This design comes from an exercise in tuning for small area, a short achievable clock period and few clock cycles on the open sky130 flow, not from production work. At most, simulation tests tie the RTL to the original design; equivalence was not proved. No functional check of the RTL was part of run 6. Power is estimated from default activity; no workload was simulated.

File: flow/flow/knobs.txt
CTS_ARGS=-sink_clustering_enable -repair_clock_nets -buf_list sky130_fd_sc_hd__clkbuf_8 -sink_clustering_size 50 -sink_clustering_max_diameter 200 -dont_use_dummy_load
BUFFER_PORTS_ARGS=-buffer_cell sky130_fd_sc_hd__buf_1
File: flow/flow/run.sh
#!/bin/bash
# Own layout flow: the standard flow (standard.sh, standard synthesis
# included) with a few extra ORFS settings read from flow/knobs.txt, one
# VAR=value per line. Each tool's full output stays in the ORFS logs under
# orfs/logs; make's own output goes to make_finish.log here.
set -euo pipefail
W=$(pwd)
knobs=()
if [[ -f flow/knobs.txt ]]; then
  while IFS= read -r line; do
    [[ -z "$line" || "$line" == \#* ]] && continue
    knobs+=("${line//@FLOW@/$W/flow}")
  done < flow/knobs.txt
fi
bash standard.sh "${knobs[@]}" finish > make_finish.log 2>&1
File: flow/constraint.sdc
create_clock -name core_clock -period 5.0 [get_ports {clk}]
set_input_delay 1.0000 -clock core_clock [delete_from_list [all_inputs] [get_ports {clk}]]
set_output_delay 1.0000 -clock core_clock [all_outputs]
set_load 0.01 [all_outputs]
File: flow/config.mk
export PLATFORM = sky130hd
export DESIGN_NAME = fifo_conv_top
export DESIGN_NICKNAME = fifo_conv_top
export VERILOG_FILES = /design/flow/design.v
export SDC_FILE = /design/flow/constraint.sdc
export NUM_CORES = 4
export LEC_CHECK = 0
export CAP_MARGIN = 20
export CORE_MARGIN = 2
export CORE_UTILIZATION = 60
export SETUP_SLACK_MARGIN = 3.3
export SLEW_MARGIN = 20
File: flow/design.v
module fifo_conv_top(
input clk,
input rst,
input data_valid,
input [7:0] data_i,
output wire idle,
output wire done,
output wire [15:0] data_o,
output wire conv_done
);
assign idle = 1'b1;
reg [7:0] x;           
reg acc;               
reg [7:0] h0, h1;      
reg [2:0] col;         
reg [2:0] row;         
reg signed [10:0] pq;
reg emit;
reg signed [8:0] q0, q1, q2, q3, q4, q5;
reg signed [10:0] out_r;
reg vld_r, done_r;
wire signed [8:0] d = {1'b0, x} - {1'b0, h0};
wire last_col = (col == 3'd4);
wire upd = acc && (col[2] || col[1]);    
always @(posedge clk) begin
  x <= data_i;
  pq <= q0 + (q3 <<< 1);
  out_r <= pq + q5;
  if (acc) begin
    h1 <= x;
    h0 <= h1;
  end
  if (upd) begin
    q0 <= q1; q1 <= q2; q2 <= q3; q3 <= q4; q4 <= q5; q5 <= d;
  end
  if (rst) begin
    acc <= 1'b0;
    col <= 3'd0;
    row <= 3'd0;
    emit <= 1'b0;
    vld_r <= 1'b0;
    done_r <= 1'b0;
  end else begin
    acc <= data_valid;
    emit <= upd && (row[2] || row[1]);
    vld_r <= emit;
    done_r <= (row == 3'd5);
    if (acc) begin
      col <= last_col ? 3'd0 : col + 3'd1;
      if (last_col && row != 3'd5) row <= row + 3'd1;
    end
  end
end
assign data_o = {{5{out_r[10]}}, out_r};
assign conv_done = vld_r;
assign done = done_r;
endmodule
File: flow/standard.sh
#!/bin/bash
# synth_recipe.tcl (not shown) runs the flow's synth.tcl, then flattens the netlist and writes it again
# the make line also repeats each setting of config.mk as NAME=value (left out here)
make -C /OpenROAD-flow-scripts/flow DESIGN_CONFIG=/design/flow/config.mk WORK_HOME=/design/flow/orfs CLKGATE_MAP_FILE= SYNTH_SCRIPT=/design/flow/synth_recipe.tcl "${@:-finish}"
==> results of run 1 <==
-- per-layer routing --
| layer | share of wire, % | track usage [%] |
|---|---|---|
| met2 | 49 | 27.68 |
| met4 | 0.74 | 5.834 |
| met1 | 47 | 21.71 |
| met3 | 2.9 | 6.094 |
| met5 | 0 | 0 |
-- final cells by class --
cell class / instances / area (µm²) / share of cell area, %
Clock buffer: 9 / 123.9 / 2.495
Inverter: 28 / 105.1 / 2.117
Multi-Input combinational cell: 171 / 1448 / 29.16
Sequential cell: 110 / 2914 / 58.69
Tap cell: 99 / 123.9 / 2.495
Timing Repair Buffer: 36 / 250.2 / 5.040
-- synthesized netlist by cell type, types with 2 or more instances --
library cell and count:
and2_1 2, edfxtp_1 70, xor2_1 6, o2111ai_1 2, o21ai_2 2, nand2_1 15
nor2b_1 4, fa_1 3, xnor2_1 16, a211oi_1 2, inv_1 28, a21oi_1 14
nand3_1 4, and3_1 3, o21a_1 4, a21oi_2 3, a31oi_1 3, nor2_1 23
a21o_1 2, dfxtp_1 40, nor3_1 6, ha_1 31, o21ai_0 7, buf_4 6
or2_2 3
-- stage by stage --
| step | total power, µW | instances | setup slack, ns |
|---|---|---|---|
| floorplan | 1073 | 315 | 3.197 |
| global placement | 1088 | 435 | 3.141 |
| detailed placement | 1089 | 435 | 3.111 |
| CTS | 1491 | 450 | 3.124 |
| global route | 1550 | 453 | 3.047 |
| finish | 1486 | 453 | 3.130 |
-- worst reg2reg max path: stages (launching register included) --
cell and delay, ns:
edfxtp_1 0.38, ha_2 0.20, fa_2 0.37, nor2b_4 0.12, o21ai_2 0.06, a21oi_2 0.16, o21ai_2 0.08, a211o_1 0.25
-- path summary, 6_finish.rpt --
| kind | startpoint | end | slack, ns | depth (start not counted) |
|---|---|---|---|---|
| setup reg to reg | h0[0]$_DFFE_PP_ | q5[8]$_DFFE_PP_ | 3.15 | 7 |
| hold reg to reg | q0[0]$_DFFE_PP_ | pq[0]$_DFF_P_ | 0.37 | 0 |
| setup / recovery | out_r[10]$_DFF_P_ | data_o[11] | 3.13 | 1 |
| hold / removal | q0[0]$_DFFE_PP_ | pq[0]$_DFF_P_ | 0.37 | 0 |
-- flip-flops by register name (all words and copies together), names as in the netlist, 8 cells and up --
register  cells
h1            8
pq           11
q3            9
q4            9
out_r        11
q0            9
x             8
q5            9
q1            9
h0            8
q2            9
-- power by group --
group	switching [µW]	internal (µW)	leakage, µW	total [µW]
registers	13.7	984	0.000971	997
clock network	238	162	0.0000647	400
logic	43.3	45.2	0.000862	88.5
total	295	1190	0.00190	1490
-- repair_timing --
| item | 4_1_cts | 5_1_grt |
|---|---|---|
| endpoints found under the setup margin | 80 | 32 |
| setup buffers | 5 | 3 |
| resized for setup | 34 | 29 |
| pin swaps | 6 | 14 |
| gates cloned | 1 | 0 |
-- kinds of logic (layout without fill, tap and decap cells) --
family	after synthesis	after routing	synth area share [%]
AND/OR/NAND/NOR	65	65	7.229
AO/OA/AOI/OAI	46	47	7.086
XOR/XNOR	22	22	4.435
multiplexers	2	2	0.4896
adder cells (fa/ha/maj)	34	34	10.31
other	1	1	0.08632
buffers and inverters	35	73	3.542
flip-flops	110	110	66.82
==> out/metrics.yaml, run 1 <==
placement:
  dp.final_hpwl_um: 3917
  dpl_cell_area_um2: 4538
  place.gp.congestion: 0.8726
  portBuffers: 28
die:
  core_area_um2: 7137
  die_y_um: 89.09
  initial_core_util_pct: 60.87
  rows: 31
  die_w_um: 89.09
  io_pins: 30
  die-area_um2: 7937
clock_network:
  clock_latency_ns: 0.35
  cts_inserted_buffers: 9
  hold_buffers: 0
  cts_tree: "done"
  clock-sinks: 110
  clk_pin_slew_ns: 0.08
  clk_path_buf_depth: 2
  root_buffer: "clkbuf_8"
  htree_num_levels: 3
critical_path:
  cp.arrival_ns: 0.87
  max_stage_delay_ns: 0.41
  timing.critical_path.buf_inv: 1
  crit_chain: "buf_6"
  cp_slowest_cell: "dfxtp_4"
  start_kind: "register"
  cp-end-kind: "output port"
  cp_max_fo: 6
  crit_type: "reg -> out"
  required_ns: 4.00
  critPathTopFamily: "flip-flops"
synthesis:
  avgSynthCellArea_um2: 13.79
  synth.area.top_cells: "edfxtp_1 48%, dfxtp_1 18%, ha_1 8.9%, xnor2_1 3.2%, inv_1 2.4%"
  syn_area_um2: 4344
  yosys_warnings: 1
  synthFlopType: "edfxtp_1"
  yosys_register_bits: 110
  synth_edf_count: 70
  synth_top_cell_area_share_pct: 48.39
  synth_top_area_cell: "edfxtp_1"
  syn_inst: 315
  async_flop_share_pct: 0
  synth_nets: 360
  yosysSeqAreaShare_pct: 66.82
  ys_types: 41
sta:
  period_needed_ns: 1.870
  setup_viol: 0
  skew_ns: 0.01987
  final_hold_viol_count: 0
  timing.final.max_slew_violations: 0
  worst_pin_slew_ns: 0.5351
  tns_ns: 0
  holdWs_ns: 0.3747
  slew_headroom_pct: 64.33
  fin_crit_sh_pct: 37.40
  clock.fmax_mhz: 534.7
  rsz0062_at_grt: "yes"
global_routing:
  groute.usage.overall_pct: 17.17
  grt_max_degree: 29
  grt_pass1_vias: 2239
  grt_overflow: 0
  antenna_found_initial: 0
  grt_pass1_wl_um: 9956
power_and_ir_drop:
  power.density_nw_per_um2: 299.2
  power.leakage_uw: 0.001897
  ir_drop_v: 0.0002586
run:
  drv_cap: 0
layout:
  nets: 401
  layout_common_cells: "70 x edfxtp_1, 33 x dfxtp_1, 27 x inv_1"
  drive_gt1_share_pct: 21.75
  nFillCells: 532
  syn2layout_area_growth_pct: 14.29
  mostFrequentLayoutCell: "edfxtp_1"
  fin_util_pct: 69.57
  n_antenna_cell: 0
  stdcell_area_um2: 4965
routing:
  wirelength_um: 6443
  dr.pass1.iters: 4
  drtAntennaViolNets: 0
  vias: 2286
  first_iter_violations: 65
  drt-vias-per-instance: 5.046
  drcViolationCount: 0
  wl_per_cell_um: 14.22
run_status:
  status: "timing/DRC/antenna clean"
min_path:
  holdCritPathClass: "reg -> reg"
Testbench counts, summed over its fixed seeds: cycles 1,624.
==> run 2, diff against run 1 <==
--- a/flow/config.mk
+++ b/flow/config.mk
@@ -7,6 +7,7 @@
 export LEC_CHECK = 0
 export CAP_MARGIN = 20
 export CORE_MARGIN = 2
-export CORE_UTILIZATION = 60
-export SETUP_SLACK_MARGIN = 3.3
+export CORE_UTILIZATION = 75
+export PLACE_DENSITY = 0.85
+export SETUP_SLACK_MARGIN = 3.2
 export SLEW_MARGIN = 20
==> run 2 against run 1 <==
Sequential power about the same. Final cell count decreased by 5.7%. Wire length increased by 24%. Synthesized cell count unchanged. Still clean on timing, DRC and antenna. Clock skew decreased by 0.0067 ns. Non-clock buffer count increased by 1. Critical endpoint is now q5[8]$_DFFE_PP_.
==> out/metrics.yaml, run 2 <==
critical_path:
  cp-end-kind: "register"  # was output port
  cp_common_cell: "o21ai_2"
  cp_num_cells: 8  # was 1
  cp_max_fo: 3  # was 6
  critPathTopFamily: "compound AO/OA/AOI/OAI gates"  # was flip-flops
  cp_slowest_cell: "fa_2"  # was dfxtp_4
  cp.arrival_ns: 2.03  # was 0.87 ns
  max_stage_delay_ns: 0.37  # was 0.41 ns
  timing.critical_path.buf_inv: 1  # unchanged
  required_ns: 5.13  # was 4.00 ns
  critPathLaunch: "x[0]$_DFF_P_"  # was out_r[10]$_DFF_P_
  r2r_start: "x[0]$_DFF_P_"  # was h0[0]$_DFFE_PP_
  crit_type: "reg -> reg"  # was reg -> out
  reg2regPathDepth: 8  # was 7
  start_kind: "register"  # unchanged
  crit_chain: "inv_1, ha_2, fa_2, nor2b_4, o21ai_2, a21oi_2, o21ai_2, a211o_1"  # was buf_6
clock_network:
  hold_buffers: 0  # unchanged
  clk_path_buf_depth: 2  # unchanged
  root_buffer: "clkbuf_8"  # unchanged
  htree_num_levels: 3  # unchanged
  clock_latency_ns: 0.37  # was 0.35 ns
  cts_inserted_buffers: 9  # unchanged
  cts_tree: "done"  # unchanged
  clock-sinks: 110  # unchanged
  clk_pin_slew_ns: 0.09  # was 0.08 ns
sta:
  holdWs_ns: 0.3568  # was 0.3747 ns
  setup_viol: 0  # unchanged
  worst_pin_slew_ns: 0.6565  # was 0.5351 ns
  skew_ns: 0.01313  # was 0.01987 ns
  rsz0062_at_grt: "yes"  # unchanged
  period_needed_ns: 1.898  # was 1.870 ns
  clock.fmax_mhz: 526.9  # was 534.7 MHz
  timing.final.max_slew_violations: 0  # unchanged
  slew_headroom_pct: 56.23  # was 64.33%
  tns_ns: 0  # unchanged
  fin_crit_sh_pct: 37.96  # was 37.40%
  final_hold_viol_count: 0  # unchanged
synthesis:
  async_flop_share_pct: 0  # unchanged
  yosys_register_bits: 110  # unchanged
  synthFlopType: "edfxtp_1"  # unchanged
  synth_top_area_cell: "edfxtp_1"  # unchanged
  ys_types: 41  # unchanged
  synth_top_cell_area_share_pct: 48.39  # unchanged
  yosys_warnings: 1  # unchanged
  yosys.cell_count.top_type: "edfxtp_1"  # unchanged
  syn_area_um2: 4344  # unchanged
  synth_common_cells: "70 x edfxtp_1, 40 x dfxtp_1, 31 x ha_1, 28 x inv_1, 23 x nor2_1"  # unchanged
  synth_edf_count: 70  # unchanged
  yosysSeqAreaShare_pct: 66.82  # unchanged
  synth_nets: 360  # unchanged
  syn_inst: 315  # unchanged
  synth.area.top_cells: "edfxtp_1 48%, dfxtp_1 18%, ha_1 8.9%, xnor2_1 3.2%, inv_1 2.4%"  # unchanged
  avgSynthCellArea_um2: 13.79  # unchanged
layout:
  stdcell_count: 427  # was 453
  stdcell_area_um2: 4892  # was 4965 µm²
  drive_gt1_share_pct: 21.41  # was 21.75%
  layout_common_cells: "70 x edfxtp_1, 32 x dfxtp_1, 28 x inv_1"  # was 70 x edfxtp_1, 33 x dfxtp_1, 27 x inv_1
  n_antenna_cell: 0  # unchanged
  reg_top3: "out_r (11), pq (11)"  # unchanged
  mostFrequentLayoutCell: "edfxtp_1"  # unchanged
  syn2layout_area_growth_pct: 12.62  # was 14.29%
  nFillCells: 230  # was 532
  nets: 402  # was 401
routing:
  vias: 2508  # was 2286
  wl_per_cell_um: 18.70  # was 14.22 µm
  dr.pass1.iters: 4  # unchanged
  drcViolationCount: 0  # unchanged
  drt-vias-per-instance: 5.874  # was 5.046
  wirelength_um: 7987  # was 6443 µm
  first_iter_violations: 187  # was 65
  drtAntennaViolNets: 0  # unchanged
placement:
  place.gp.congestion: 0.8493  # was 0.8726
  portBuffers: 28  # unchanged
  placed_cells: 408  # was 435
  dp.final_hpwl_um: 4449  # was 3917 µm
  dpl_cell_area_um2: 4501  # was 4538 µm²
die:
  initial_core_util_pct: 78.41  # was 60.87%
  die_w_um: 80.11  # was 89.09 µm
  io_pins: 30  # unchanged
  core_area_um2: 5540  # was 7137 µm²
  rows: 27  # was 31
  die-area_um2: 6417  # was 7937 µm²
  die_y_um: 80.11  # was 89.09 µm
min_path:
  holdCritPathClass: "reg -> reg"  # unchanged
  worstHoldStart: "q0[0]$_DFFE_PP_"  # unchanged
  min_path_cells: 0  # unchanged
global_routing:
  grt_pass1_vias: 2452  # was 2239
  grt_pass1_wl_um: 11790  # was 9956 µm
  groute.usage.overall_pct: 25.75  # was 17.17%
  grt_max_degree: 29  # unchanged
  grt_overflow: 0  # unchanged
  antenna_found_initial: 0  # unchanged
run_status:
  status: "timing/DRC/antenna clean"  # unchanged
run:
  drv_cap: 0  # unchanged
power_and_ir_drop:
  power.leakage_uw: 0.001899  # was 0.001897 µW
  p_total_uw: 1504  # was 1486 µW
  ir_drop_v: 0.0003261  # was 0.0002586 V
  power.density_nw_per_um2: 307.3  # was 299.2 nW/µm²
-- run 2: cell counts after synthesis --
No cell type changed its count.
-- run 2: through the flow --
step / utilization, % / setup slack (ns)
6_report: 88.30 / 3.102
3_3_place_gp: 81.23 / 3.003
4_1_cts: 86.52 / 3.050
3_5_place_dp: 81.23 / 2.983
5_1_grt: 88.30 / 3.050
2_1_floorplan: - / 3.175
-- run 2: report_power, final --
group	switching (µW)	internal (µW)
clock	253	162
sequential	14.0	983
combinational	46.5	44.5
-- run 2: cells by family (layout without fill, tap and decap cells) --
group | count (synthesis) | in the layout | synth area share, %
muxes | 2 | 2 | 0.4896
adders and majority gates | 34 | 34 | 10.31
AOI/OAI and AO/OA | 46 | 47 | 7.086
other | 1 | 1 | 0.08632
and+or+nand+nor | 65 | 65 | 7.229
buffers and inverters | 35 | 74 | 3.542
xor gates and xnor gates | 22 | 22 | 4.435
DFF | 110 | 110 | 66.82
-- run 2: area by class of cell --
cell class | instances | area (µm²) | share of cell area, %
sequential | 110 | 2915 | 59.59
timing repair buffer | 37 | 264.0 | 5.396
tap | 72 | 90.09 | 1.841
clock buffer | 9 | 123.9 | 2.532
multi-input combinational | 171 | 1394 | 28.49
inverter | 28 | 105.1 | 2.148
-- run 2: metal layers --
layer  vias to the layer above  routed length (µm)  track usage, %
met4                         0                 188           13.05
met5                         -                   0               0
met1                      1196                3226           30.75
li1                       1181                   -               -
met2                       112                4072           41.67
met3                        19                 500           8.876
-- run 2: worst paths after layout --
check	end	slack, ns
max	q5[8]$_DFFE_PP_	3.10
min	pq[0]$_DFF_P_	0.36
max reg2reg	q5[8]$_DFFE_PP_	3.10
min reg2reg	pq[0]$_DFF_P_	0.36
-- run 2: what timing repair did --
| item | 4_1_cts | 5_1_grt |
|---|---|---|
| hold endpoints to repair | 0 | 0 |
| pin swaps | 6 | 9 |
| resized for setup | 44 | 15 |
| setup buffers | 4 | 5 |
| endpoints found under the setup margin | 79 | 28 |
| gates cloned | 1 | 0 |
==> run 3, diff against run 2 <==
--- a/flow/config.mk
+++ b/flow/config.mk
@@ -8,6 +8,7 @@
 export CAP_MARGIN = 20
 export CORE_MARGIN = 2
 export CORE_UTILIZATION = 75
+export GPL_TIMING_DRIVEN = 1
 export PLACE_DENSITY = 0.85
-export SETUP_SLACK_MARGIN = 3.2
+export SETUP_SLACK_MARGIN = 3.1
 export SLEW_MARGIN = 20
==> run 3 against run 2 <==
Synthesized area is the same. Design area shrank 4.1%. Die area is the same. Clock power shrank 3%. Clock skew grew 0.012 ns. Critical path type unchanged. Via count shrank 5.6%. Register-to-register slack gained 0.03 ns. Worst setup slack gained 0.032 ns. Sequential share of layout area grew 2.4 points. Core utilization shrank 3.6 points. First-iteration DRC count shrank 33%. Largest power group unchanged. Fmax grew 1.7%.
==> out/metrics.yaml, run 3 <==
run_status:
  status: "timing/DRC/antenna clean"  # unchanged
layout:
  stdcell_area_um2: 4691  # was 4892 µm²
  syn2layout_area_growth_pct: 7.978  # was 12.62%
  stdcell_count: 419  # was 427
  mostFrequentLayoutCell: "edfxtp_1"  # unchanged
  drive_gt1_share_pct: 13.26  # was 21.41%
  nets: 394  # was 402
  n_antenna_cell: 0  # unchanged
  layout_common_cells: "70 x edfxtp_1, 37 x dfxtp_1, 29 x ha_1"  # was 70 x edfxtp_1, 32 x dfxtp_1, 28 x inv_1
  reg_top3: "out_r (11), pq (11)"  # unchanged
routing:
  vias: 2367  # was 2508
  drtAntennaViolNets: 0  # unchanged
  wirelength_um: 6702  # was 7987 µm
  drcViolationCount: 0  # unchanged
  first_iter_violations: 126  # was 187
  wl_per_cell_um: 16.00  # was 18.70 µm
  dr.pass1.iters: 4  # unchanged
  drt-vias-per-instance: 5.649  # was 5.874
power_and_ir_drop:
  combPwrFrac_pct: 5.3  # was 6.1%
  p_seq_share_pct: 67.5  # was 66.3%
  ir_drop_v: 0.0002491  # was 0.0003261 V
  p_clk_share_pct: 27.2  # was 27.6%
  p_sw_uw: 295.2  # was 313.6 µW
  p_int_uw: 1181  # was 1190 µW
  p_total_uw: 1476  # was 1504 µW
  power.leakage_uw: 0.001799  # was 0.001899 µW
  power.density_nw_per_um2: 314.6  # was 307.3 nW/µm²
  swShare_pct: 20.00  # was 20.85%
clock_network:
  clock_latency_ns: 0.36  # was 0.37 ns
  root_buffer: "clkbuf_8"  # unchanged
  hold_buffers: 0  # unchanged
  clock-sinks: 110  # unchanged
  htree_num_levels: 3  # unchanged
  clk_pin_slew_ns: 0.09  # about the same
  cts_tree: "done"  # unchanged
  cts_inserted_buffers: 9  # unchanged
  clk_path_buf_depth: 2  # unchanged
global_routing:
  grt_overflow: 0  # unchanged
  grt_pass1_wl_um: 10710  # was 11790 µm
  top_usage_layer: "met2"  # unchanged
  grt_max_degree: 29  # unchanged
  met2_usage_pct: 39.58  # was 41.67%
  antenna_found_initial: 0  # unchanged
  grt_pass1_vias: 2371  # was 2452
  met3_usage_pct: 7.865  # was 8.876%
  grtUsageMet1_pct: 27.53  # was 30.75%
  groute.usage.overall_pct: 23.27  # was 25.75%
placement:
  placed_cells: 408  # unchanged
  dpl_cell_area_um2: 4501  # unchanged
  portBuffers: 28  # unchanged
  place.gp.congestion: 0.8443  # was 0.8493
  dp.final_hpwl_um: 4474  # was 4449 µm
critical_path:
  critPathTopFamily: "adder cells"  # was compound AO/OA/AOI/OAI gates
  crit_chain: "ha_2, fa_2, nor2b_4, o21ai_2, a21oi_2, o21ai_2, a211o_1"  # was inv_1, ha_2, fa_2, nor2b_4, o21ai_2, a21oi_2, o21ai_2, a211o_1
  cp_num_cells: 7  # was 8
  cp_slowest_cell: "edfxtp_1"  # was fa_2
  crit_type: "reg -> reg"  # unchanged
  cp_max_fo: 2  # was 3
  cp-end-kind: "register"  # unchanged
  required_ns: 5.12  # was 5.13 ns
  reg2regPathDepth: 7  # was 8
  start_kind: "register"  # unchanged
  r2r_setup_slack_ns: 3.13  # was 3.10 ns
  cp_common_cell: "o21ai_2"  # unchanged
  timing.critical_path.buf_inv: 0  # was 1
  cp.arrival_ns: 1.98  # was 2.03 ns
  max_stage_delay_ns: 0.38  # was 0.37 ns
synthesis:
  synth_top_cell_area_share_pct: 48.39  # unchanged
  synthFlopType: "edfxtp_1"  # unchanged
  syn_area_um2: 4344  # unchanged
  syn_inst: 315  # unchanged
  synth_xor_area_share_pct: 4.435  # unchanged
  synth-simple-area-share_pct: 7.229  # unchanged
  synth_common_cells: "70 x edfxtp_1, 40 x dfxtp_1, 31 x ha_1, 28 x inv_1, 23 x nor2_1"  # unchanged
  synth_nets: 360  # unchanged
  yosysSeqAreaShare_pct: 66.82  # unchanged
  synth_edf_count: 70  # unchanged
  synth_top_family_by_area: "adder cells"  # unchanged
  async_flop_share_pct: 0  # unchanged
  yosys.cell_count.top_type: "edfxtp_1"  # unchanged
  synth_fa_ha_area_share_pct: 10.31  # unchanged
  synth_compound_area_share_pct: 7.085  # unchanged
  synth.area.top_cells: "edfxtp_1 48%, dfxtp_1 18%, ha_1 8.9%, xnor2_1 3.2%, inv_1 2.4%"  # unchanged
  yosys_register_bits: 110  # unchanged
  avgSynthCellArea_um2: 13.79  # unchanged
  ys_types: 41  # unchanged
  yosys_warnings: 1  # unchanged
  synth_top_area_cell: "edfxtp_1"  # unchanged
  synth.mux.area_fraction_pct: 0.4896  # unchanged
sta:
  rsz0062_at_grt: "yes"  # unchanged
  worst_pin_slew_ns: 0.6656  # was 0.6565 ns
  final_hold_viol_count: 0  # unchanged
  slew_headroom_pct: 55.62  # was 56.23%
  tns_ns: 0  # unchanged
  fin_crit_sh_pct: 37.32  # was 37.96%
  setup_viol: 0  # unchanged
  timing.final.max_slew_violations: 0  # unchanged
  skew_ns: 0.02527  # was 0.01313 ns
  clock.fmax_mhz: 535.9  # was 526.9 MHz
  period_needed_ns: 1.866  # was 1.898 ns
die:
  die_y_um: 80.11  # unchanged
  core_area_um2: 5540  # unchanged
  io_pins: 30  # unchanged
  rows: 27  # unchanged
  die_w_um: 80.11  # unchanged
  initial_core_util_pct: 78.41  # unchanged
  die-area_um2: 6417  # unchanged
min_path:
  min_path_cells: 0  # unchanged
  holdCritPathClass: "reg -> reg"  # unchanged
run:
  drv_cap: 0  # unchanged
-- run 3: cell count changes in the layout (fill, tap and decap cells not counted), moves of 2 or more --
cell	before	now
buf_2	7	1
dfxtp_1	32	37
ha_1	27	29
dfxtp_2	7	2
clkbuf_2	0	8
buf_6	11	0
buf_1	10	19
buf_4	9	1
-- run 3: final cells by class --
| class | instances | area [µm²] |
|---|---|---|
| tap | 72 | 90.09 |
| sequential | 110 | 2909 |
| fill | 286 | 849.6 |
| multi-input combinational | 171 | 1339 |
| clock buffer | 9 | 123.9 |
| timing repair buffer | 29 | 123.9 |
| inverter | 28 | 105.1 |
-- run 3: metal layers --
| layer | up-vias | wire, µm |
|---|---|---|
| li1 | 1162 | - |
| met4 | 0 | 82 |
| met1 | 1126 | 2835 |
| met2 | 70 | 3462 |
| met5 | - | 0 |
| met3 | 9 | 323 |
-- run 3: cells by family (layout without fill, tap and decap cells) --
| group | count (synthesis) | after routing |
|---|---|---|
| and+or+nand+nor | 65 | 65 |
| muxes | 2 | 2 |
| DFF | 110 | 110 |
| AOI/OAI and AO/OA | 46 | 47 |
| buffers and inverters | 35 | 66 |
| other | 1 | 1 |
| adders and majority gates | 34 | 34 |
| xor gates and xnor gates | 22 | 22 |
-- run 3: power by group through the flow --
stage	clock (µW)	sequential, µW	combinational [µW]
3_5_place_dp	0	1020	75.2
5_1_grt	440	999	88.0
4_1_cts	409	996	77.0
6_report	402	996	78.7
3_3_place_gp	0	1010	71.4
2_1_floorplan	0	1010	57.7
-- run 3: path summary, 6_finish.rpt --
kind / endpoint / start
worst min register to register: pq[0]$_DFF_P_ / q0[0]$_DFFE_PP_
worst max-delay path: q5[8]$_DFFE_PP_ / h0[0]$_DFFE_PP_
worst min-delay path: pq[0]$_DFF_P_ / q0[0]$_DFFE_PP_
worst max register to register: q5[8]$_DFFE_PP_ / h0[0]$_DFFE_PP_
-- run 3: timing repair --
action,in CTS,in global routing
buffers inserted,1,0
pin swaps,1,4
cloned,1,0
resized for setup,3,19
endpoints found under the setup margin,62,14
-- run 3: stage by stage --
step	worst slack, ns	hold slack, ns	utilization (%)
2_1_floorplan	3.161	0.3233	-
3_3_place_gp	3.004	0.3259	81.23
3_5_place_dp	2.965	0.3427	81.23
4_1_cts	3.087	0.3585	83.83
5_1_grt	3.065	0.3588	84.67
6_report	3.134	0.3518	84.67
==> run 4, diff against run 3 <==
--- a/flow/config.mk
+++ b/flow/config.mk
@@ -8,7 +8,6 @@
 export CAP_MARGIN = 20
 export CORE_MARGIN = 2
 export CORE_UTILIZATION = 75
-export GPL_TIMING_DRIVEN = 1
 export PLACE_DENSITY = 0.85
 export SETUP_SLACK_MARGIN = 3.1
 export SLEW_MARGIN = 20
==> run 4 against run 3 <==
Total power is the same. Global-route usage did not move. Synthesized cell count is the same. Synthesized area is the same. Critical path depth is the same. Wire length stayed put. Clock power is essentially flat. Non-clock buffer count stayed put. Sequential cell count unchanged. Clock skew did not move. Die area did not move. Largest power group unchanged. Highest routed layer unchanged.
==> out/metrics.yaml, run 4 <==
run_status:
  status: "timing/DRC/antenna clean"  # unchanged
routing:
  vias: 2367  # unchanged
  wl_per_cell_um: 16.00  # unchanged
  wl_met3_um: 323  # unchanged
  topRoutingLayerUsed: "met4"  # unchanged
  met2WireLength_um: 3462  # unchanged
  drt-vias-per-instance: 5.649  # unchanged
  first_iter_violations: 126  # unchanged
  drtAntennaViolNets: 0  # unchanged
  wirelength_um: 6702  # unchanged
  dr.pass1.iters: 4  # unchanged
  drt-met1-wl_um: 2835  # unchanged
  drcViolationCount: 0  # unchanged
synthesis:
  synth_edf_count: 70  # unchanged
  yosys.cell_count.top_type: "edfxtp_1"  # unchanged
  yosys_register_bits: 110  # unchanged
  yosysSeqAreaShare_pct: 66.82  # unchanged
  syn_area_um2: 4344  # unchanged
  synth_common_cells: "70 x edfxtp_1, 40 x dfxtp_1, 31 x ha_1, 28 x inv_1, 23 x nor2_1"  # unchanged
  yosys_warnings: 1  # unchanged
  synthFlopType: "edfxtp_1"  # unchanged
  synth_top_cell_area_share_pct: 48.39  # unchanged
  async_flop_share_pct: 0  # unchanged
  ys_types: 41  # unchanged
  synth.area.top_cells: "edfxtp_1 48%, dfxtp_1 18%, ha_1 8.9%, xnor2_1 3.2%, inv_1 2.4%"  # unchanged
  syn_inst: 315  # unchanged
  synth_nets: 360  # unchanged
  avgSynthCellArea_um2: 13.79  # unchanged
  synth_top_area_cell: "edfxtp_1"  # unchanged
global_routing:
  groute.usage.overall_pct: 23.27  # unchanged
  grt_overflow: 0  # unchanged
  grt_pass1_wl_um: 10710  # unchanged
  grt_pass1_vias: 2371  # unchanged
  grt_max_degree: 29  # unchanged
  antenna_found_initial: 0  # unchanged
clock_network:
  htree_num_levels: 3  # unchanged
  clock_latency_ns: 0.36  # about the same
  clk_path_buf_depth: 2  # unchanged
  root_buffer: "clkbuf_8"  # unchanged
  cts_inserted_buffers: 9  # unchanged
  cts_tree: "done"  # unchanged
  clk_pin_slew_ns: 0.09  # about the same
  clock-sinks: 110  # unchanged
sta:
  timing.final.max_slew_violations: 0  # unchanged
  setup_viol: 0  # unchanged
  slew_headroom_pct: 55.62  # unchanged
  period_needed_ns: 1.866  # unchanged
  worst_slack_ns: 3.134  # unchanged
  rsz0062_at_grt: "yes"  # unchanged
  fin_crit_sh_pct: 37.32  # unchanged
  worst_pin_slew_ns: 0.6656  # unchanged
  tns_ns: 0  # unchanged
  skew_ns: 0.02527  # unchanged
  final_hold_viol_count: 0  # unchanged
  clock.fmax_mhz: 535.9  # unchanged
layout:
  reg_top3: "out_r (11), pq (11)"  # unchanged
  n_antenna_cell: 0  # unchanged
  drive_gt1_share_pct: 13.26  # unchanged
  nets: 394  # unchanged
  layout_common_cells: "70 x edfxtp_1, 37 x dfxtp_1, 29 x ha_1"  # unchanged
  syn2layout_area_growth_pct: 7.978  # unchanged
  stdcell_area_um2: 4691  # unchanged
  mostFrequentLayoutCell: "edfxtp_1"  # unchanged
die:
  core_area_um2: 5540  # unchanged
  die-area_um2: 6417  # unchanged
  io_pins: 30  # unchanged
  initial_core_util_pct: 78.41  # unchanged
  rows: 27  # unchanged
  die_w_um: 80.11  # unchanged
  die_y_um: 80.11  # unchanged
power_and_ir_drop:
  ir_drop_v: 0.0002491  # unchanged
  power.density_nw_per_um2: 314.6  # unchanged
  power.leakage_uw: 0.001799  # unchanged
min_path:
  hold_end: "pq[0]$_DFF_P_"  # unchanged
  min_path_cells: 0  # unchanged
  holdCritPathClass: "reg -> reg"  # unchanged
  worstHoldStart: "q0[0]$_DFFE_PP_"  # unchanged
placement:
  dpl_cell_area_um2: 4501  # unchanged
  post-place-ws_ns: 2.965  # unchanged
  place.gp.congestion: 0.8443  # unchanged
  portBuffers: 28  # unchanged
  dp.final_hpwl_um: 4474  # unchanged
critical_path:
  r2r_setup_slack_ns: 3.13  # about the same
  cp-end-kind: "register"  # unchanged
  start_kind: "register"  # unchanged
  r2r_start: "h0[0]$_DFFE_PP_"  # unchanged
  cp_max_fo: 2  # unchanged
  required_ns: 5.12  # about the same
  reg2regPathDepth: 7  # unchanged
  crit_type: "reg -> reg"  # unchanged
  reg2reg_to: "q5[8]$_DFFE_PP_"  # unchanged
  cp.arrival_ns: 1.98  # about the same
run:
  drv_cap: 0  # unchanged
## run 4: cell counts in the layout (fill, tap and decap cells not counted)
No cell type changed its count.
## run 4: layout make-up
class	instances	area, µm²
Sequential cell	110	2909
Inverter	28	105.1
Timing Repair Buffer	29	123.9
Fill cell	286	849.6
Multi-Input combinational cell	171	1339
Tap cell	72	90.09
Clock buffer	9	123.9
## run 4: worst max-delay path: stages, from the launching register on
cell      delay (ns)
edfxtp_1        0.38
ha_2            0.19
fa_2            0.37
nor2b_4         0.12
o21ai_2         0.06
a21oi_2         0.17
o21ai_2         0.07
a211o_1         0.26
## run 4: report_power, final
group	switching, µW	internal (µW)	leakage, µW
combinational	43.3	35.4	0.000764
sequential	12.3	983	0.000971
clock	240	162	0.0000647
## run 4: per-layer routing
| metal | track usage, % | up-vias |
|---|---|---|
| met4 | 8.644 | 0 |
| met3 | 7.865 | 9 |
| li1 | - | 1162 |
| met2 | 39.58 | 70 |
| met5 | 0 | - |
| met1 | 27.53 | 1126 |
## run 4: cells by family (layout without fill, tap and decap cells)
logic type / count (synthesis) / after routing / share of synthesized area [%]
flip-flops: 110 / 110 / 66.82
AND/OR/NAND/NOR: 65 / 65 / 7.229
AO/OA/AOI/OAI: 46 / 47 / 7.086
buffers and inverters: 35 / 66 / 3.542
adder cells (fa/ha/maj): 34 / 34 / 10.31
XOR/XNOR: 22 / 22 / 4.435
multiplexers: 2 / 2 / 0.4896
other: 1 / 1 / 0.08632
## run 4: how the worst max path moves through the flow
| stage | slack [ns] | cells after the start | from | end |
|---|---|---|---|---|
| after global placement | 3.00 | 1 | acc$_SDFF_PP0_ | q2[1]$_DFFE_PP_ |
| after floorplan | 3.16 | 7 | h0[0]$_DFFE_PP_ | q5[8]$_DFFE_PP_ |
| after detailed placement | 2.97 | 1 | acc$_SDFF_PP0_ | q1[1]$_DFFE_PP_ |
| final | 3.13 | 7 | h0[0]$_DFFE_PP_ | q5[8]$_DFFE_PP_ |
| after global routing | 3.07 | 7 | h0[0]$_DFFE_PP_ | q5[8]$_DFFE_PP_ |
| after CTS | 3.09 | 7 | h0[0]$_DFFE_PP_ | q5[8]$_DFFE_PP_ |
## run 4: timing repair
| action | in CTS | in global routing |
|---|---|---|
| gates resized for setup | 3 | 19 |
| gates cloned | 1 | 0 |
| setup endpoints to repair | 62 | 14 |
| hold buffers | 0 | 0 |
| pin swaps | 1 | 4 |
| setup buffers | 1 | 0 |
## run 4: per-stage QoR
stage	utilization (%)	total power [µW]	instances	hold slack (ns)
after CTS	83.83	1482	419	0.3585
after floorplan	-	1073	315	0.3233
final	84.67	1476	419	0.3518
after global routing	84.67	1527	419	0.3588
after global placement	81.23	1086	408	0.3259
after detailed placement	81.23	1091	408	0.3427
==> run 5, diff against run 4 <==
--- a/flow/config.mk
+++ b/flow/config.mk
@@ -7,7 +7,7 @@
 export LEC_CHECK = 0
 export CAP_MARGIN = 20
 export CORE_MARGIN = 2
-export CORE_UTILIZATION = 75
-export PLACE_DENSITY = 0.85
+export CORE_UTILIZATION = 85
+export PLACE_DENSITY = 0.9
 export SETUP_SLACK_MARGIN = 3.1
 export SLEW_MARGIN = 20
==> run 5 against run 4 <==
Sequential share of layout area fell by 0.86 points. Critical path depth fell by 1. Final cell count grew 0.48%. Sequential cell count unchanged. Total power rose by 2.6%. Worst setup slack worse by 0.18 ns. Global-route usage grew 11 points. Clock skew barely moved. Clock-buffer cell count is the same. Register-to-register slack lost 0.18 ns.
==> out/metrics.yaml, run 5 <==
synthesis:
  avgSynthCellArea_um2: 13.79  # unchanged
  synth_nets: 360  # unchanged
  syn_area_um2: 4344  # unchanged
  yosys.cell_count.top_type: "edfxtp_1"  # unchanged
  yosys_warnings: 1  # unchanged
  yosysSeqAreaShare_pct: 66.82  # unchanged
  synth_common_cells: "70 x edfxtp_1, 40 x dfxtp_1, 31 x ha_1, 28 x inv_1, 23 x nor2_1"  # unchanged
  synth_edf_count: 70  # unchanged
  ys_types: 41  # unchanged
  synth.area.top_cells: "edfxtp_1 48%, dfxtp_1 18%, ha_1 8.9%, xnor2_1 3.2%, inv_1 2.4%"  # unchanged
  async_flop_share_pct: 0  # unchanged
  synth_top_cell_area_share_pct: 48.39  # unchanged
  syn_inst: 315  # unchanged
  yosys_register_bits: 110  # unchanged
  synthFlopType: "edfxtp_1"  # unchanged
  synth_top_area_cell: "edfxtp_1"  # unchanged
critical_path:
  cp-end-kind: "register"  # unchanged
  r2r_start: "q5[8]$_DFFE_PP_"  # was h0[0]$_DFFE_PP_
  r2r_setup_slack_ns: 2.95  # was 3.13 ns
  cp.arrival_ns: 2.33  # was 1.98 ns
  cp_max_fo: 5  # was 2
  reg2reg_to: "out_r[10]$_DFF_P_"  # was q5[8]$_DFFE_PP_
  start_kind: "register"  # unchanged
  critPathLaunch: "q5[8]$_DFFE_PP_"  # was h0[0]$_DFFE_PP_
  reg2regPathDepth: 6  # was 7
  required_ns: 5.28  # was 5.12 ns
  cp-endpoint: "out_r[10]$_DFF_P_"  # was q5[8]$_DFFE_PP_
  crit_type: "reg -> reg"  # unchanged
global_routing:
  antenna_found_initial: 0  # unchanged
  grtUsageMet1_pct: 34.75  # was 27.53%
  met2_usage_pct: 60.77  # was 39.58%
  grt_pass1_wl_um: 13300  # was 10710 µm
  grt_max_degree: 56  # was 29
  grt_pass1_vias: 2662  # was 2371
  grt_overflow: 0  # unchanged
  groute.usage.overall_pct: 34.20  # was 23.27%
  met3_usage_pct: 11.90  # was 7.865%
  top_usage_layer: "met2"  # unchanged
routing:
  drcViolationCount: 0  # unchanged
  drt-vias-per-instance: 6.929  # was 5.649
  vias: 2917  # was 2367
  wl_per_cell_um: 25.85  # was 16.00 µm
  wirelength_um: 10880  # was 6702 µm
  first_iter_violations: 368  # was 126
  drtAntennaViolNets: 0  # unchanged
  dr.pass1.iters: 6  # was 4
placement:
  dp.final_hpwl_um: 5361  # was 4474 µm
  place.gp.congestion: 0.8923  # was 0.8443
  portBuffers: 28  # unchanged
clock_network:
  htree_num_levels: 3  # unchanged
  clock_latency_ns: 0.39  # was 0.36 ns
  clk_pin_slew_ns: 0.10  # was 0.09 ns
  cts_tree: "done"  # unchanged
  cts_inserted_buffers: 9  # unchanged
  clock-sinks: 110  # unchanged
  hold_buffers: 0  # unchanged
  clk_path_buf_depth: 2  # unchanged
  root_buffer: "clkbuf_8"  # unchanged
sta:
  timing.final.max_slew_violations: 0  # unchanged
  slew_headroom_pct: 47.71  # was 55.62%
  rsz0062_at_grt: "yes"  # unchanged
  skew_ns: 0.02553  # was 0.02527 ns
  period_needed_ns: 2.049  # was 1.866 ns
  holdWs_ns: 0.3526  # was 0.3518 ns
  clock.fmax_mhz: 487.9  # was 535.9 MHz
  tns_ns: 0  # unchanged
  worst_pin_slew_ns: 0.7844  # was 0.6656 ns
  final_hold_viol_count: 0  # unchanged
  fin_crit_sh_pct: 40.99  # was 37.32%
  setup_viol: 0  # unchanged
die:
  die_w_um: 75.49  # was 80.11 µm
  die_y_um: 75.49  # was 80.11 µm
  io_pins: 30  # unchanged
  die-area_um2: 5699  # was 6417 µm²
  rows: 26  # was 27
  core_area_um2: 5010  # was 5540 µm²
  initial_core_util_pct: 86.71  # was 78.41%
layout:
  layout_common_cells: "70 x edfxtp_1, 37 x dfxtp_1, 28 x inv_1, 28 x ha_1, 23 x nor2_1"  # was 70 x edfxtp_1, 37 x dfxtp_1, 29 x ha_1
  mostFrequentLayoutCell: "edfxtp_1"  # unchanged
  nFillCells: 122  # was 286
  nets: 398  # was 394
  syn2layout_area_growth_pct: 9.505  # was 7.978%
  drive_gt1_share_pct: 15.95  # was 13.26%
  reg_top3: "out_r (11), pq (11)"  # unchanged
  n_antenna_cell: 0  # unchanged
power_and_ir_drop:
  power.density_nw_per_um2: 318.2  # was 314.6 nW/µm²
  ir_drop_v: 0.0002977  # was 0.0002491 V
  p_total_uw: 1514  # was 1476 µW
  power.leakage_uw: 0.001836  # was 0.001799 µW
run_status:
  status: "timing/DRC/antenna clean"  # unchanged
min_path:
  holdCritPathClass: "reg -> reg"  # unchanged
run:
  drv_cap: 0  # unchanged
[run 5: what timing repair did]
action	4_1_cts	5_1_grt
resized for setup	15	16
setup buffers	4	2
pin swaps	4	7
endpoints found under the setup margin	66	20
[run 5: per-stage QoR]
stage	utilization [%]	std cells	area, µm²	setup WS, ns
6_report	94.96	421	4757	2.951
2_1_floorplan	-	315	4354	3.161
3_5_place_dp	89.79	406	4498	2.968
3_3_place_gp	89.79	406	4498	3.026
4_1_cts	93.53	419	4686	3.044
5_1_grt	94.96	421	4757	2.911
[run 5: per-layer routing]
layer  share of wire (%)  vias to the layer above
met5                   0                        -
met4                 7.8                        0
met3                 9.9                       95
met2                  49                      296
met1                  33                     1351
li1                    -                     1175
[run 5: critical path, stage by stage, from the launching register on]
cell and delay [ns]:
edfxtp_1 0.48, ha_1 0.42, a21oi_1 0.26, nand2_1 0.11, o31ai_1 0.34, a21oi_1 0.11
xnor2_1 0.23
[run 5: worst min-delay path by stage]
stage / slack [ns] / endpoint / depth (start not counted) / start
2_1_floorplan: 0.32 / pq[0]$_DFF_P_ / 0 / q0[0]$_DFFE_PP_
3_3_place_gp: 0.33 / pq[0]$_DFF_P_ / 0 / q0[0]$_DFFE_PP_
3_5_place_dp: 0.34 / pq[0]$_DFF_P_ / 0 / q0[0]$_DFFE_PP_
4_1_cts: 0.35 / pq[0]$_DFF_P_ / 0 / q0[0]$_DFFE_PP_
5_1_grt: 0.37 / pq[0]$_DFF_P_ / 0 / q0[0]$_DFFE_PP_
6_report: 0.35 / pq[0]$_DFF_P_ / 0 / q0[0]$_DFFE_PP_
[run 5: area by class of cell]
| type | count | area [µm²] | area share (%) |
|---|---|---|---|
| Sequential cell | 110 | 2909 | 61.15 |
| Multi-Input combinational cell | 170 | 1368 | 28.75 |
| Inverter | 28 | 105.1 | 2.209 |
| Tap cell | 70 | 87.58 | 1.841 |
| Clock buffer | 9 | 123.9 | 2.604 |
| Timing Repair Buffer | 34 | 163.9 | 3.446 |
[run 5: cell families (layout without fill, tap and decap cells)]
kind of cell | count (synthesis) | after routing | synth area share [%]
AOI/OAI and AO/OA | 46 | 46 | 7.086
xor gates and xnor gates | 22 | 22 | 4.435
adders and majority gates | 34 | 34 | 10.31
buffers and inverters | 35 | 71 | 3.542
DFF | 110 | 110 | 66.82
muxes | 2 | 2 | 0.4896
other | 1 | 1 | 0.08632
and+or+nand+nor | 65 | 65 | 7.229
[run 5: power breakdown]
group	total (µW)	switching (µW)	leakage, µW	internal [µW]
clock network	419	257	0.0000647	162
registers	998	15.0	0.000971	983
logic	96.1	58.3	0.000800	37.8
==> run 6, diff against run 5 <==
--- a/flow/design.v
+++ b/flow/design.v
@@ -19,7 +19,7 @@
 reg signed [8:0] q0, q1, q2, q3, q4, q5;
 reg signed [10:0] out_r;
 reg vld_r, done_r;
-wire signed [8:0] d = {1'b0, x} - {1'b0, h0};
+wire signed [8:0] d = {1'b0, x} + {1'b1, h0} + 9'd1;    
 wire last_col = (col == 3'd4);
 wire upd = acc && (col[2] || col[1]);    
 always @(posedge clk) begin
@@ -27,7 +27,7 @@
   pq <= q0 + (q3 <<< 1);
   out_r <= pq + q5;
   if (acc) begin
-    h1 <= x;
+    h1 <= ~x;
     h0 <= h1;
   end
   if (upd) begin
--- a/flow/config.mk
+++ b/flow/config.mk
@@ -7,7 +7,7 @@
 export LEC_CHECK = 0
 export CAP_MARGIN = 20
 export CORE_MARGIN = 2
-export CORE_UTILIZATION = 85
-export PLACE_DENSITY = 0.9
+export CORE_UTILIZATION = 75
+export PLACE_DENSITY = 0.85
 export SETUP_SLACK_MARGIN = 3.1
 export SLEW_MARGIN = 20
==> run 6 against run 5 <==
Register-to-register slack gained 0.13 ns. Design area down 0.97%. Wire length shrank 35%. Final cell count is 0.71% lower. Total power shrank 1.9%. Worst setup slack better by 0.13 ns. First-iteration DRC count is 62% lower. Global-route usage fell by 11 points. Clock-buffer cell count stayed put.
==> out/metrics.yaml, run 6 <==
sta:
  worst_pin_slew_ns: 0.7616  # was 0.7844 ns
  period_needed_ns: 1.921  # was 2.049 ns
  holdWs_ns: 0.4010  # was 0.3526 ns
  slew_headroom_pct: 49.23  # was 47.71%
  final_hold_viol_count: 0  # unchanged
  rsz0062_at_grt: "yes"  # unchanged
  fin_crit_sh_pct: 38.42  # was 40.99%
  skew_ns: 0.01808  # was 0.02553 ns
  clock.fmax_mhz: 520.6  # was 487.9 MHz
  setup_viol: 0  # unchanged
  timing.final.max_slew_violations: 0  # unchanged
  tns_ns: 0  # unchanged
clock_network:
  clock-sinks: 110  # unchanged
  cts_tree: "done"  # unchanged
  htree_num_levels: 3  # unchanged
  cts_inserted_buffers: 9  # unchanged
  clk_path_buf_depth: 2  # unchanged
  root_buffer: "clkbuf_8"  # unchanged
  clock_latency_ns: 0.36  # was 0.39 ns
  clk_pin_slew_ns: 0.09  # was 0.10 ns
synthesis:
  synth_top_cell_area_share_pct: 48.70  # was 48.39%
  yosys_register_bits: 110  # unchanged
  syn_area_um2: 4317  # was 4344 µm²
  yosys.cell_count.top_type: "edfxtp_1"  # unchanged
  ys_types: 40  # was 41
  synth_top_area_cell: "edfxtp_1"  # unchanged
  synth_common_cells: "70 x edfxtp_1, 40 x dfxtp_1, 31 x ha_1, 26 x inv_1, 22 x nor2_1"  # was 70 x edfxtp_1, 40 x dfxtp_1, 31 x ha_1, 28 x inv_1, 23 x nor2_1
  synth_edf_count: 70  # unchanged
  synth_nets: 356  # was 360
  yosys_warnings: 1  # unchanged
  synth.area.top_cells: "edfxtp_1 49%, dfxtp_1 19%, ha_1 9.0%, xnor2_1 3.2%, inv_1 2.3%"  # was edfxtp_1 48%, dfxtp_1 18%, ha_1 8.9%, xnor2_1 3.2%, inv_1 2.4%
  async_flop_share_pct: 0  # unchanged
  syn_inst: 311  # was 315
  avgSynthCellArea_um2: 13.88  # was 13.79 µm²
  yosysSeqAreaShare_pct: 67.25  # was 66.82%
  synthFlopType: "edfxtp_1"  # unchanged
die:
  die_w_um: 79.87  # was 75.49 µm
  die_y_um: 79.87  # was 75.49 µm
  core_area_um2: 5540  # was 5010 µm²
  io_pins: 30  # unchanged
  rows: 27  # was 26
  die-area_um2: 6378  # was 5699 µm²
  initial_core_util_pct: 77.91  # was 86.71%
routing:
  vias: 2331  # was 2917
  drt-vias-per-instance: 5.577  # was 6.929
  drt-met1-wl_um: 2821  # was 3607 µm
  drcViolationCount: 0  # unchanged
  dr.pass1.iters: 5  # was 6
  wl_per_cell_um: 16.95  # was 25.85 µm
  drtAntennaViolNets: 0  # unchanged
  topRoutingLayerUsed: "met4"  # unchanged
  first_iter_violations: 140  # was 368
  wl_met3_um: 322  # was 1078 µm
  met2WireLength_um: 3831  # was 5351 µm
  wirelength_um: 7084  # was 10880 µm
critical_path:
  required_ns: 5.17  # was 5.28 ns
  cp-end-kind: "register"  # unchanged
  start_kind: "register"  # unchanged
  cp.arrival_ns: 2.09  # was 2.33 ns
  cp_max_fo: 2  # was 5
  crit_type: "reg -> reg"  # unchanged
global_routing:
  grt_pass1_wl_um: 10900  # was 13300 µm
  antenna_found_initial: 0  # unchanged
  grt_overflow: 0  # unchanged
  grt_max_degree: 56  # unchanged
  groute.usage.overall_pct: 23.65  # was 34.20%
  grt_pass1_vias: 2369  # was 2662
min_path:
  holdCritPathClass: "reg -> reg"  # unchanged
placement:
  dp.final_hpwl_um: 4612  # was 5361 µm
  portBuffers: 28  # unchanged
  place.gp.congestion: 0.8422  # was 0.8923
run_status:
  status: "timing/DRC/antenna clean"  # unchanged
layout:
  reg_top3: "out_r (11), pq (11)"  # unchanged
  nets: 393  # was 398
  syn2layout_area_growth_pct: 9.130  # was 9.505%
  n_antenna_cell: 0  # unchanged
  mostFrequentLayoutCell: "edfxtp_1"  # unchanged
  drive_gt1_share_pct: 13.58  # was 15.95%
  layout_common_cells: "70 x edfxtp_1, 38 x dfxtp_1, 30 x ha_1"  # was 70 x edfxtp_1, 37 x dfxtp_1, 28 x inv_1, 28 x ha_1, 23 x nor2_1
power_and_ir_drop:
  power.leakage_uw: 0.001803  # was 0.001836 µW
  ir_drop_v: 0.0002667  # was 0.0002977 V
  power.density_nw_per_um2: 315.3  # was 318.2 nW/µm²
run:
  drv_cap: 0  # unchanged
run 6: where the power goes:
part           total (µW)  internal (µW)  switching, µW  leakage [µW]
clock                 407            162            245     0.0000647
combinational        82.2           37.4           44.8      0.000768
sequential            996            984           12.3      0.000970
run 6: routing by layer:
layer  global-route usage [%]  vias up
met5                        0        -
met4                    9.661        0
met3                    7.805       10
met2                    40.67       63
met1                    27.33     1102
li1                         -     1156
run 6: through the flow:
| stage | total power [µW] | utilization, % | cells | worst slack [ns] | area (µm²) |
|---|---|---|---|---|---|
| after floorplan | 1070 | - | 311 | 3.167 | 4324 |
| after global placement | 1083 | 80.69 | 404 | 2.994 | 4471 |
| after detailed placement | 1089 | 80.69 | 404 | 2.975 | 4471 |
| after CTS | 1491 | 83.27 | 414 | 3.105 | 4613 |
| after global routing | 1535 | 85.03 | 418 | 3.012 | 4711 |
| final | 1485 | 85.03 | 418 | 3.079 | 4711 |
run 6: path summary, 6_finish.rpt:
path	slack, ns	from	to	cells past startpoint
max	3.08	h0[0]$_DFFE_PP_	q5[8]$_DFFE_PP_	8
min	0.40	q2[5]$_DFFE_PP_	q1[5]$_DFFE_PP_	0
max reg2reg	3.08	h0[0]$_DFFE_PP_	q5[8]$_DFFE_PP_	8
min reg2reg	0.40	q2[5]$_DFFE_PP_	q1[5]$_DFFE_PP_	0
run 6: cell type report:
type | instances | area [µm²]
clock buffer | 9 | 123.9
fill | 263 | 829.5
inverter | 26 | 97.59
multi-input combinational | 168 | 1339
sequential | 110 | 2905
tap | 72 | 90.09
timing repair buffer | 33 | 155.1
run 6: what timing repair did:
| item | in CTS | in global routing |
|---|---|---|
| gates resized for setup | 6 | 19 |
| setup buffers | 1 | 4 |
| endpoints found under the setup margin | 64 | 10 |
| pin swaps | 2 | 8 |
| hold buffers | 0 | 0 |
run 6: worst max-delay path, cell delays in order, from the launching register on:
cell      delay [ns]
edfxtp_1        0.38
inv_1           0.07
ha_2            0.19
inv_2           0.04
fa_2            0.35
a21o_1          0.18
a21oi_2         0.17
o21ai_2         0.09
o41ai_1         0.25
run 6: cell families (layout without fill, tap and decap cells):
logic type	count (synthesis)	after routing	share of synthesized area, %
AOI/OAI and AO/OA	44	44	6.667
xor gates and xnor gates	24	24	4.870
adders and majority gates	34	34	10.38
buffers and inverters	33	68	3.391
DFF	110	110	67.25
muxes	2	2	0.4927
other	1	1	0.08687
and+or+nand+nor	63	63	6.870
==> run 7, diff against run 6 <==
--- a/flow/design.v
+++ b/flow/design.v
@@ -24,6 +24,7 @@
 wire upd = acc && (col[2] || col[1]);    
 always @(posedge clk) begin
   x <= data_i;
+  acc <= data_valid;     
   pq <= q0 + (q3 <<< 1);
   out_r <= pq + q5;
   if (acc) begin
@@ -34,14 +35,12 @@
     q0 <= q1; q1 <= q2; q2 <= q3; q3 <= q4; q4 <= q5; q5 <= d;
   end
   if (rst) begin
-    acc <= 1'b0;
     col <= 3'd0;
     row <= 3'd0;
     emit <= 1'b0;
     vld_r <= 1'b0;
     done_r <= 1'b0;
   end else begin
-    acc <= data_valid;
     emit <= upd && (row[2] || row[1]);
     vld_r <= emit;
     done_r <= (row == 3'd5);
==> run 7 against run 6 <==
First-iteration DRC count is 49% higher. Core utilization shrank 0.93 points. Combinational power grew to 2.7 times the previous value. Synthesized area shrank 0.14%. Sequential cell count did not move. Register-to-register slack better by 0.09 ns. Final cell count down 0.96%. Total power increased by 14%. Clock skew fell by 0.0093 ns. Clock-buffer cell count stayed put. Worst hold slack worse by 0.046 ns. Critical endpoint is now data_o[12]. Largest cell class unchanged. Largest power group unchanged.
==> out/metrics.yaml, run 7 <==
run_status:
  status: "timing/DRC/antenna clean"  # unchanged
die:
  die_y_um: 79.81  # was 79.87 µm
  die-area_um2: 6370  # was 6378 µm²
  rows: 27  # unchanged
  die_w_um: 79.81  # was 79.87 µm
  initial_core_util_pct: 77.80  # was 77.91%
  core_area_um2: 5540  # unchanged
  io_pins: 30  # unchanged
global_routing:
  grt_overflow: 0  # unchanged
  grt_max_degree: 29  # was 56
  grt_pass1_wl_um: 11610  # was 10900 µm
  groute.usage.overall_pct: 25.45  # was 23.65%
  antenna_found_initial: 0  # unchanged
  grt_pass1_vias: 2416  # was 2369
sta:
  worst_pin_slew_ns: 0.6828  # was 0.7616 ns
  final_hold_viol_count: 0  # unchanged
  rsz0062_at_grt: "yes"  # unchanged
  skew_ns: 0.008744  # was 0.01808 ns
  fin_crit_sh_pct: 37.51  # was 38.42%
  slew_headroom_pct: 54.48  # was 49.23%
  setup_viol: 0  # unchanged
  clock.fmax_mhz: 533.3  # was 520.6 MHz
  worst_slack_ns: 3.125  # was 3.079 ns
  timing.final.max_slew_violations: 0  # unchanged
  tns_ns: 0  # unchanged
  period_needed_ns: 1.875  # was 1.921 ns
power_and_ir_drop:
  ir_drop_v: 0.0002395  # was 0.0002667 V
  power.density_nw_per_um2: 362.0  # was 315.3 nW/µm²
  power.leakage_uw: 0.001789  # was 0.001803 µW
synthesis:
  synth_fa_ha_area_share_pct: 10.39  # was 10.38%
  synth-simple-area-share_pct: 6.734  # was 6.870%
  synth.area.top_cells: "edfxtp_1 49%, dfxtp_1 19%, ha_1 9.0%, xnor2_1 3.3%, inv_1 2.3%"  # was edfxtp_1 49%, dfxtp_1 19%, ha_1 9.0%, xnor2_1 3.2%, inv_1 2.3%
  synth_xor_area_share_pct: 4.877  # was 4.870%
  synth_common_cells: "70 x edfxtp_1, 40 x dfxtp_1, 31 x ha_1, 26 x inv_1, 22 x nor2_1"  # unchanged
  yosys_register_bits: 110  # unchanged
  synth_compound_area_share_pct: 6.676  # was 6.667%
  synth_top_cell_area_share_pct: 48.77  # was 48.70%
  synthFlopType: "edfxtp_1"  # unchanged
  syn_inst: 310  # was 311
  ys_types: 40  # unchanged
  synth.mux.area_fraction_pct: 0.4935  # was 0.4928%
  yosysSeqAreaShare_pct: 67.34  # was 67.25%
  yosys.cell_count.top_type: "edfxtp_1"  # unchanged
  synth_top_area_cell: "edfxtp_1"  # unchanged
  synth_top_family_by_area: "adder cells"  # unchanged
  syn_area_um2: 4310  # was 4317 µm²
  async_flop_share_pct: 0  # unchanged
  synth_edf_count: 70  # unchanged
  synth_nets: 355  # was 356
  avgSynthCellArea_um2: 13.90  # was 13.88 µm²
  yosys_warnings: 1  # unchanged
critical_path:
  required_ns: 4.00  # was 5.17 ns
  cp-end-kind: "output port"  # was register
  cp_max_fo: 6  # was 2
  crit_chain: "clkbuf_2"  # was inv_1, ha_2, inv_2, fa_2, a21o_1, a21oi_2, o21ai_2, o41ai_1
  crit_type: "reg -> out"  # was reg -> reg
  cp_slowest_cell: "dfxtp_2"  # was edfxtp_1
  timing.critical_path.buf_inv: 1  # was 2
  cp.arrival_ns: 0.88  # was 2.09 ns
  max_stage_delay_ns: 0.37  # was 0.38 ns
  critPathTopFamily: "flip-flops"  # was compound AO/OA/AOI/OAI gates
  start_kind: "register"  # unchanged
layout:
  stdcell_count: 414  # was 418
  syn2layout_area_growth_pct: 8.099  # was 9.130%
  mostFrequentLayoutCell: "edfxtp_1"  # unchanged
  nets: 389  # was 393
  drive_gt1_share_pct: 11.99  # was 13.58%
  fin_util_pct: 84.10  # was 85.03%
  n_antenna_cell: 0  # unchanged
  reg_top3: "out_r (11), pq (11)"  # unchanged
  layout_common_cells: "70 x edfxtp_1, 38 x dfxtp_1, 27 x ha_1"  # was 70 x edfxtp_1, 38 x dfxtp_1, 30 x ha_1
routing:
  dr.pass1.iters: 5  # unchanged
  drcViolationCount: 0  # unchanged
  vias: 2386  # was 2331
  wl_per_cell_um: 17.46  # was 16.95 µm
  first_iter_violations: 209  # was 140
  drt-vias-per-instance: 5.763  # was 5.577
  wirelength_um: 7229  # was 7084 µm
  drtAntennaViolNets: 0  # unchanged
clock_network:
  clock-sinks: 110  # unchanged
  clk_pin_slew_ns: 0.08  # was 0.09 ns
  clk_path_buf_depth: 2  # unchanged
  root_buffer: "clkbuf_8"  # unchanged
  htree_num_levels: 3  # unchanged
  cts_tree: "done"  # unchanged
  clock_latency_ns: 0.35  # was 0.36 ns
  cts_inserted_buffers: 9  # unchanged
placement:
  dp.final_hpwl_um: 4866  # was 4612 µm
  post-place-ws_ns: 2.964  # was 2.975 ns
  portBuffers: 28  # unchanged
  placed_cells: 403  # was 404
  place.gp.congestion: 0.8282  # was 0.8422
run:
  drv_cap: 0  # unchanged
min_path:
  holdCritPathClass: "reg -> reg"  # unchanged
[run 7: repair_timing]
action,in CTS,in global routing
setup buffers,1,0
gates cloned,1,0
hold buffers,0,0
setup endpoints to repair,64,9
resized for setup,8,12
pin swaps,1,8
[run 7: worst paths after layout]
check                    end               from  slack [ns]  cells after the start
max               data_o[12]  out_r[10]$_DFF_P_        3.12                      1
min            pq[0]$_DFF_P_    q0[0]$_DFFE_PP_        0.35                      0
max reg2reg  q5[6]$_DFFE_PP_    h0[0]$_DFFE_PP_        3.17                      9
min reg2reg    pq[0]$_DFF_P_    q0[0]$_DFFE_PP_        0.35                      0
[run 7: routing by layer]
layer	GRT usage (%)	routed length, µm	up-vias
li1	-	-	1148
met1	30.39	2867	1142
met2	44.12	3814	80
met3	6.222	392	16
met4	10.85	155	0
met5	0	0	-
[run 7: cells by family (layout without fill, tap and decap cells)]
family,Yosys count,after routing
adder cells (fa/ha/maj),34,34
buffers and inverters,33,64
AO/OA/AOI/OAI,44,45
AND/OR/NAND/NOR,62,62
XOR/XNOR,24,24
multiplexers,2,2
flip-flops,110,110
other,1,1
[run 7: final cells by class]
type                    instances  area [µm²]
inverters                      26       97.59
multi-input cells             168        1323
repair buffers                 29       120.1
clock buffers                   9       123.9
fillers                       278       880.8
flip-flops and latches        110        2905
well taps                      72       90.09
[run 7: where the power goes]
| part | total (µW) | internal, µW | switching (µW) |
|---|---|---|---|
| Combinational | 220 | 92.5 | 127 |
| Sequential | 1060 | 1030 | 30.2 |
| Clock | 406 | 162 | 244 |
| Total | 1690 | 1290 | 402 |
[run 7: per-stage QoR]
| stage | hold slack (ns) | power, µW | area [µm²] |
|---|---|---|---|
| 2_1_floorplan | 0.3233 | 1234 | 4318 |
| 3_5_place_dp | 0.3382 | 1286 | 4464 |
| 6_report | 0.3547 | 1687 | 4659 |
| 5_1_grt | 0.3763 | 1750 | 4659 |
| 3_3_place_gp | 0.3324 | 1268 | 4464 |
| 4_1_cts | 0.3554 | 1690 | 4627 |
Testbench counts of run 7, summed over its fixed seeds: cycles 1,624.
==> run 8, diff against run 7 <==
--- a/flow/config.mk
+++ b/flow/config.mk
@@ -9,5 +9,5 @@
 export CORE_MARGIN = 2
 export CORE_UTILIZATION = 75
 export PLACE_DENSITY = 0.85
-export SETUP_SLACK_MARGIN = 3.1
+export SETUP_SLACK_MARGIN = 3.05
 export SLEW_MARGIN = 20
==> run 8 against run 7 <==
Clock power about the same. Worst setup slack worse by 0.0059 ns. Highest routed layer unchanged. First-iteration DRC count up 6.7%. Sequential cell count unchanged. Critical path type unchanged. Via count up 0.38%. Still clean. Worst hold slack about the same.
==> out/metrics.yaml, run 8 <==
run_status:
  status: "timing/DRC/antenna clean"  # unchanged
sta:
  timing.final.max_slew_violations: 0  # unchanged
  final_hold_viol_count: 0  # unchanged
  setup_viol: 0  # unchanged
  slew_headroom_pct: 54.66  # was 54.48%
  period_needed_ns: 1.881  # was 1.875 ns
  rsz0062_at_grt: "yes"  # unchanged
  worst_pin_slew_ns: 0.6801  # was 0.6828 ns
critical_path:
  crit_type: "reg -> out"  # unchanged
  crit_chain: "buf_1"  # was clkbuf_2
  critPathTopFamily: "flip-flops"  # unchanged
  required_ns: 4.00  # about the same
  start_kind: "register"  # unchanged
  timing.critical_path.buf_inv: 1  # unchanged
run:
  drv_cap: 0  # unchanged
clock_network:
  clock_latency_ns: 0.36  # was 0.35 ns
  clk_path_buf_depth: 2  # unchanged
  hold_buffers: 0  # unchanged
  cts_tree: "done"  # unchanged
  clock-sinks: 110  # unchanged
routing:
  vias: 2395  # was 2386
  drtAntennaViolNets: 0  # unchanged
  drt-vias-per-instance: 5.785  # was 5.763
synthesis:
  synthFlopType: "edfxtp_1"  # unchanged
  synth_top_cell_area_share_pct: 48.77  # unchanged
  synth_edf_count: 70  # unchanged
  avgSynthCellArea_um2: 13.90  # unchanged
  yosys.cell_count.top_type: "edfxtp_1"  # unchanged
  syn_inst: 310  # unchanged
  yosys_warnings: 1  # unchanged
  async_flop_share_pct: 0  # unchanged
die:
  rows: 27  # unchanged
  die_w_um: 79.81  # unchanged
power_and_ir_drop:
  combPwrFrac_pct: 12.7  # was 13.0%
  p_int_uw: 1282  # was 1285 µW
  power.density_nw_per_um2: 361.8  # was 362.0 nW/µm²
  power.leakage_uw: 0.001779  # was 0.001789 µW
  p_clk_share_pct: 24.2  # was 24.1%
global_routing:
  grt_max_degree: 29  # unchanged
  grt_overflow: 0  # unchanged
  antenna_found_initial: 0  # unchanged
min_path:
  holdCritPathClass: "reg -> reg"  # unchanged
placement:
  portBuffers: 28  # unchanged
  dp.final_hpwl_um: 4866  # unchanged
layout:
  syn2layout_area_growth_pct: 7.779  # was 8.099%
  seqCellArea_um2: 2905  # unchanged
  drive_gt1_share_pct: 9.942  # was 11.99%
  n_antenna_cell: 0  # unchanged
  layout_common_cells: "70 x edfxtp_1, 38 x dfxtp_1, 29 x ha_1"  # was 70 x edfxtp_1, 38 x dfxtp_1, 27 x ha_1
==> run 8: cell count changes in the layout (fill, tap and decap cells not counted) <==
cell      before  now
buf_1         22   26
o21ai_2        1    0
ha_2           4    2
ha_1          27   29
buf_2          3    2
o21ai_1        0    1
clkbuf_2       3    0
==> run 8: cells by family (layout without fill, tap and decap cells) <==
| kind of cell | Yosys count | in the layout | synth area share (%) |
|---|---|---|---|
| flops | 110 | 110 | 67.34 |
| fa+ha+maj | 34 | 34 | 10.39 |
| other cells | 1 | 1 | 0.08700 |
| simple gates | 62 | 62 | 6.735 |
| buf+inv | 33 | 64 | 3.396 |
| compound gates | 44 | 45 | 6.676 |
| mux | 2 | 2 | 0.4935 |
| xor+xnor | 24 | 24 | 4.877 |
==> run 8: area by class of cell <==
| class | count | share of cell area (%) |
|---|---|---|
| inverter | 26 | 2.101 |
| tap | 72 | 1.939 |
| sequential | 110 | 62.54 |
| multi-input combinational | 168 | 28.28 |
| clock buffer | 9 | 2.666 |
| timing repair buffer | 29 | 2.478 |
==> run 8: repair_timing <==
action / 4_1_cts / 5_1_grt
cloned: 1 / 0
setup endpoints to repair: 59 / 7
resized for setup: 5 / 8
buffers inserted: 0 / 1
pin swaps: 0 / 5
==> run 8: through the flow <==
stage / hold WS (ns) / std cells / cell area (µm²) / setup WS, ns / total power, µW
after global routing: 0.3763 / 414 / 4646 / 3.033 / 1744
after detailed placement: 0.3382 / 403 / 4464 / 2.964 / 1286
after floorplan: 0.3233 / 310 / 4318 / 3.167 / 1234
after CTS: 0.3554 / 413 / 4609 / 3.054 / 1687
after global placement: 0.3324 / 403 / 4464 / 3.001 / 1268
final: 0.3547 / 414 / 4646 / 3.119 / 1681
==> run 8: final timing paths <==
check | slack (ns) | end | from | depth (start not counted)
max | 3.12 | data_o[14] | out_r[10]$_DFF_P_ | 1
min | 0.35 | pq[0]$_DFF_P_ | q0[0]$_DFFE_PP_ | 0
max reg2reg | 3.16 | q5[6]$_DFFE_PP_ | h0[0]$_DFFE_PP_ | 9
min reg2reg | 0.35 | pq[0]$_DFF_P_ | q0[0]$_DFFE_PP_ | 0
==> run 8: power by group through the flow <==
stage	registers, µW	logic (µW)	clock network [µW]
6_report	1060	214	406
5_1_grt	1070	237	440
4_1_cts	1060	211	415
3_5_place_dp	1080	206	0
3_3_place_gp	1070	194	0
2_1_floorplan	1080	151	0
==> run 8: per-layer routing <==
| layer | up-vias | wire length, µm | track usage (%) | share of wire, % |
|---|---|---|---|---|
| li1 | 1148 | - | - | - |
| met1 | 1133 | 2804 | 30.23 | 39 |
| met2 | 101 | 3802 | 43.70 | 53 |
| met3 | 13 | 421 | 6.222 | 5.9 |
| met4 | 0 | 138 | 10.85 | 1.9 |
| met5 | - | 0 | 0 | 0 |

Setup slack of run 8, layout unchanged: 3.119 ns with ideal ports, 3.087 ns with driving cells assumed (clock clkbuf_16, inputs buf_2), 3.160 ns with port delays also shifted by the 0.383 ns mid clock arrival.
